Source: an optimization exercise on an open RTL-to-GDS flow (aim: small area). Production flows keep margins and buffers that such runs may drop. In this exercise RTL edits were held to simulation tests only and were not proved equivalent to the original.

## design/flow/config.mk

```make
export PLATFORM = sky130hd
export DESIGN_NAME = multiplier
export DESIGN_NICKNAME = multiplier
export VERILOG_FILES = /design/flow/design.v
export SDC_FILE = /design/flow/constraint.sdc
export NUM_CORES = 4
export LEC_CHECK = 0
export CAP_MARGIN = 20
export CORE_MARGIN = 2
export CORE_UTILIZATION = 40
export SLEW_MARGIN = 20
```

## design/flow/constraint.sdc

```tcl
create_clock -name core_clock -period 4.0 [get_ports {clk}]
set_input_delay 0.8000 -clock core_clock [delete_from_list [all_inputs] [get_ports {clk}]]
set_output_delay 0.8000 -clock core_clock [all_outputs]
set_load 0.01 [all_outputs]
```

## design/flow/design.v

```verilog
module multiplier #(
    parameter LOGDEPTH = 6,
    parameter WIDTH = 32
) (
    input  logic                    clk,
    input  logic                    rst,
    input  logic                    EN_mult,
    output logic                    EN_writeMem,
    output logic [LOGDEPTH-1:0]     writeMem_addr,
    input  logic [16-1:0]           mult_input0,
    input  logic [16-1:0]           mult_input1,
    output logic [WIDTH-1:0]        writeMem_val,
    output logic                    RDY_mult,
    input  logic                    EN_blockRead,
    output logic                    VALID_memVal,
    output logic [WIDTH-1:0]        memVal_data,
    output logic                    EN_readMem,
    output logic [LOGDEPTH-1:0]     readMem_addr,
    input  logic [WIDTH-1:0]        readMem_val
);
    localparam int NSTG = 9;
    logic [15:0] a_q [NSTG];
    logic [15:0] b_q [NSTG];
    always_ff @(posedge clk) begin
        a_q[0] <= mult_input0;
        b_q[0] <= mult_input1;
        for (int i = 1; i < NSTG; i++) begin
            a_q[i] <= a_q[i-1];
            b_q[i] <= b_q[i-1];
        end
        writeMem_val <= a_q[NSTG-1] * b_q[NSTG-1];
    end
    assign memVal_data = readMem_val;
    logic       dly;
    logic [5:0] cnt;
    logic       idle_edge, cnt_last, full;
    assign idle_edge = rst | (RDY_mult & ~EN_writeMem & ~dly);
    assign cnt_last  = &cnt;
    assign full      = ~RDY_mult & ~EN_writeMem & ~EN_readMem;
    always_ff @(posedge clk) begin
        if (idle_edge) begin
            RDY_mult     <= 1'b1;
            EN_writeMem  <= 1'b0;
            EN_readMem   <= 1'b0;
            VALID_memVal <= 1'b0;
            dly          <= EN_mult;
            cnt          <= 6'd54;
        end else begin
            RDY_mult     <= dly | (EN_writeMem & (cnt < 6'd61)) |
                            (EN_readMem & cnt_last);
            EN_writeMem  <= (dly & cnt_last) | (EN_writeMem & ~cnt_last);
            EN_readMem   <= (full & EN_blockRead) | (EN_readMem & ~cnt_last);
            VALID_memVal <= EN_readMem;
            dly          <= dly & ~cnt_last;
            if (dly | EN_writeMem | EN_readMem)
                cnt <= cnt + 6'd1;
        end
    end
    assign writeMem_addr = cnt;
    assign readMem_addr  = cnt;
endmodule
```

## design/flow/run.sh

```bash
#!/bin/bash
# synth_recipe.tcl (not shown) runs the flow's synth.tcl, then flattens the netlist and writes it again
# the make line also repeats each setting of config.mk as NAME=value (left out here)
make -C /OpenROAD-flow-scripts/flow DESIGN_CONFIG=/design/flow/config.mk WORK_HOME=/design/flow/orfs CLKGATE_MAP_FILE= SYNTH_SCRIPT=/design/flow/synth_recipe.tcl finish
```

==> run summary <==
how the worst max path moves through the flow:
stage	from	endpoint	slack, ns	depth (start not counted)
after floorplan	b_q[8][7]	writeMem_val[26]	-1.07	19
after global placement	b_q[8][12]	writeMem_val[24]	-1.52	18
after detailed placement	b_q[8][12]	writeMem_val[28]	-1.50	18
after CTS	a_q[8][5]	writeMem_val[26]	-1.33	19
after global routing	a_q[8][5]	writeMem_val[26]	-1.48	19
final	a_q[8][7]	writeMem_val[26]	-1.32	21
placed cells by master (no fill, tap or decap), drive strengths merged, types with 3 or more instances in the layout:
cell           count
nor3               7
o21ai             19
o21bai             7
a31oi              6
nor2              24
nand4              8
bufinv             5
clkbuf            45
a21o              10
ha               106
clkdlybuf4s50     83
and3               8
and2             122
a21oi             35
clkinv             6
dfxtp            331
xor2               9
inv              232
nand2            171
buf              177
nand3              9
xnor2             22
o211ai             3
fa               194
kinds of logic (layout without fill, tap and decap cells):
logic type	after synthesis	count (layout)
flip-flops	331	331
adder cells (fa/ha/maj)	300	300
AND/OR/NAND/NOR	358	358
buffers and inverters	311	550
XOR/XNOR	31	31
AO/OA/AOI/OAI	102	102
worst register-to-register path: cells and delay by family (launching register included):
family | cells | cell delay (ns)
adders and majority gates | 7 | 3.12
AOI/OAI and AO/OA | 3 | 0.46
DFF | 1 | 0.37
buffers and inverters | 7 | 0.63
and+or+nand+nor | 4 | 0.66
per-stage QoR:
stage                     setup TNS, ns  cells  utilization
after floorplan                  -18.65   1433            -
after global placement           -27.66   2107        0.473
after detailed placement         -28.26   2107        0.473
after CTS                        -25.37   2182        0.515
after global routing             -28.67   2190        0.520
final                            -24.89   2190        0.520
cell type report:
| type | instances | area, µm² |
|---|---|---|
| clock buffers | 45 | 973 |
| clock inverters | 16 | 262 |
| fillers | 3452 | 18600 |
| inverters | 229 | 860 |
| multi-input cells | 791 | 8500 |
| flip-flops and latches | 331 | 6710 |
| well taps | 518 | 648 |
| repair buffers | 260 | 2240 |
per-layer routing:
layer	wire length (µm)	track usage	vias up
li1	-	-	4758
met1	12700	0.190	4887
met2	16200	0.276	182
met3	1470	0.0308	58
met4	950	0.0613	0
met5	0	0	-
repair_timing:
action | CTS | global route
gates resized for setup | 77 | 27
cloned | 0 | 0
pin swaps | 29 | 11
buffers inserted | 14 | 8
setup endpoints to repair | 25 | 26
registers in the layout, indices dropped and copies added (netlist names), named ones only:
signal,cells
cnt,6
EN_readMem,1
writeMem_val,32
b_q,144
a_q,144
VALID_memVal,1
dly,1
RDY_mult,1
==> results.py <==
metrics = {
    "yosys": {
        "synth_simple_gate_area_frac": 0.110,
        "synthCells": 1433,
        "synth.area.mux_share": 0,
        "postSynth.asyncResetShare": 0,
        "yosysTopAreaCellShare": 0.419,
        "post_synth_num_cell_types": 45,
        "ys.flop_type": "dfxtp_1",
        "yosysWarnings": 3,
        "syn-cell-area_um2": 15800,
        "synth_seq_area_share": 0.419,
        "syn_nets": 1801,
        "syn_area_per_cell_um2": 11.0,
        "synth_compound_area_frac": 0.0418,
        "synth_common_cells": "dfxtp_1 (331), inv_1 (229), fa_1 (194), nand2_1 (171), and2_1 (122)",
        "yosysTopAreaCell": "dfxtp_1",
        "synth_area_leaders": "dfxtp_1 (42%), fa_1 (25%), ha_1 (8.4%), inv_1 (5.4%), and2_1 (4.8%)",
        "synthAdderAreaFrac": 0.329,
        "synth_xor_area_frac": 0.0172,
        "yosysMostFrequentCell": "dfxtp_1",
        "ys_ff_latch": 331,
        "synth_top_family_by_area": "adder cells",
        "synth-edff-count": 0,
    },
    "sta": {
        "whs_ns": 0.312,
        "max_slew_margin": 0.711,
        "setup_violations": 24,
        "fin_skew_ns": 0.0173,
        "rsz0062_at_grt": "true",
        "min_period_ns": 5.32,
        "fin_ws_ns": -1.32,
        "hold_viol": 0,
        "final.period_utilization": 1.33,
        "fmax_mhz": 188,
        "drv_slew": 0,
        "worstMarginPinSlew_ns": 0.433,
    },
    "worst_setup_path": {
        "rrSetupSlack_ns": -1.32,
        "worst-setup-path-type": "flop to flop",
        "reg2reg_from": "a_q[8][7]",
        "crit_buf_inv": 7,
        "endpoint_kind": "flop",
        "required_ns": 4.46,
        "crit_top_cell": "fa_1",
        "cpPeakStageDelay_ns": 0.53,
        "r2r_cells": 21,
        "crit_family": "adder cells",
        "rr_endpoint": "writeMem_val[26]",
        "crit_chain": "buf_12, nand2_2, fa_1, inv_1, fa_1, inv_1, fa_1, inv_1, fa_2, fa_1, inv_1, fa_1, inv_2, ha_4, and2_4, and3_4, o2111ai_2, a21oi_2, buf_4, o211a_1, nor4_2",
        "crit_slowest_cell": "fa_1",
        "arrival_ns": 5.77,
        "path_max_fanout": 9,
        "critPathLaunchType": "flop",
    },
    "floorplan": {
        "dieArea_um2": 41100,
        "chipHeight_um": 203,
        "coreArea_um2": 38800,
        "design.portCount": 148,
        "rows": 72,
        "die_w_um": 203,
        "initial_core_util": 0.407,
    },
    "detailed_routing": {
        "firstDrtPassIters": 4,
        "vias_per_cell": 4.51,
        "drc": 0,
        "finalWirelength_um": 31400,
        "drt_iter0_markers": 356,
        "wire_per_inst_um": 14.3,
        "vias": 9885,
        "drtAntennaViolNets": 0,
    },
    "grt": {
        "grt_pass1_vias": 10346,
        "grt_pass1_wl_um": 51300,
        "antenna_found_initial": 0,
        "overflow": 0,
        "grt_use_total": 0.157,
        "grt_max_degree": 15,
    },
    "finish": {
        "diodes": 0,
        "fin_area_um2": 20200,
        "drive_gt1_frac": 0.221,
        "nets": 2016,
        "area_delta_synth_final_pct": 27.6,
    },
    "clock_network": {
        "cts_tree": "built",
        "path_clk_slew_ns": 0.06,
        "clkSinkCount": 331,
        "h-tree-depth": 2,
        "cts_made_buffers": 35,
        "clk_latency_ns": 0.55,
        "cts_root_buffer": "clkbuf_16",
        "cts_hold_buffers": 0,
        "clock_path_buffers": 3,
    },
    "outcome": {
        "check-failures": "negative setup slack",
        "status": "finished with violations",
    },
    "placement": {
        "gp_congestion": 0.862,
        "port_buffers": 83,
        "pre_cts_ws_ns": -1.50,
        "hpwl_um": 24500,
        "dpl_cell_area_um2": 18300,
    },
    "min_path": {
        "hold_path_end": "b_q[7][7]",
        "min_path_cells": 0,
        "hp-start": "b_q[6][7]",
        "hp-class": "flop to flop",
    },
    "flow_run": {
        "maxCapViolCount": 0,
    },
}

port drivers added, routing unchanged:
No port has a modelled driver above. Below, the same layout with a new extraction and two added sets of constraints.
Step 1: set_driving_cell puts a clkbuf_16 on clk and a buf_2 on each other input, an assumption about the parent block.
Step 2 also shifts input and output timing later by t, the mid clock arrival at the registers, as if the neighbouring blocks saw the same clock.
Slacks: no drivers / after step 1 / after step 2; pairs: no drivers / after step 1.
shift t [ns]: 0.597
setup WS [ns]: -1.318 / -1.318 / -1.318
slew at the worst register clock pin (ns): 0.06 / 0.06
worst slew at a driven data input, ns: 0.08
For this run, drivers alone change the setup slack by 0.000 ns; drivers and shift together by 0.000 ns.
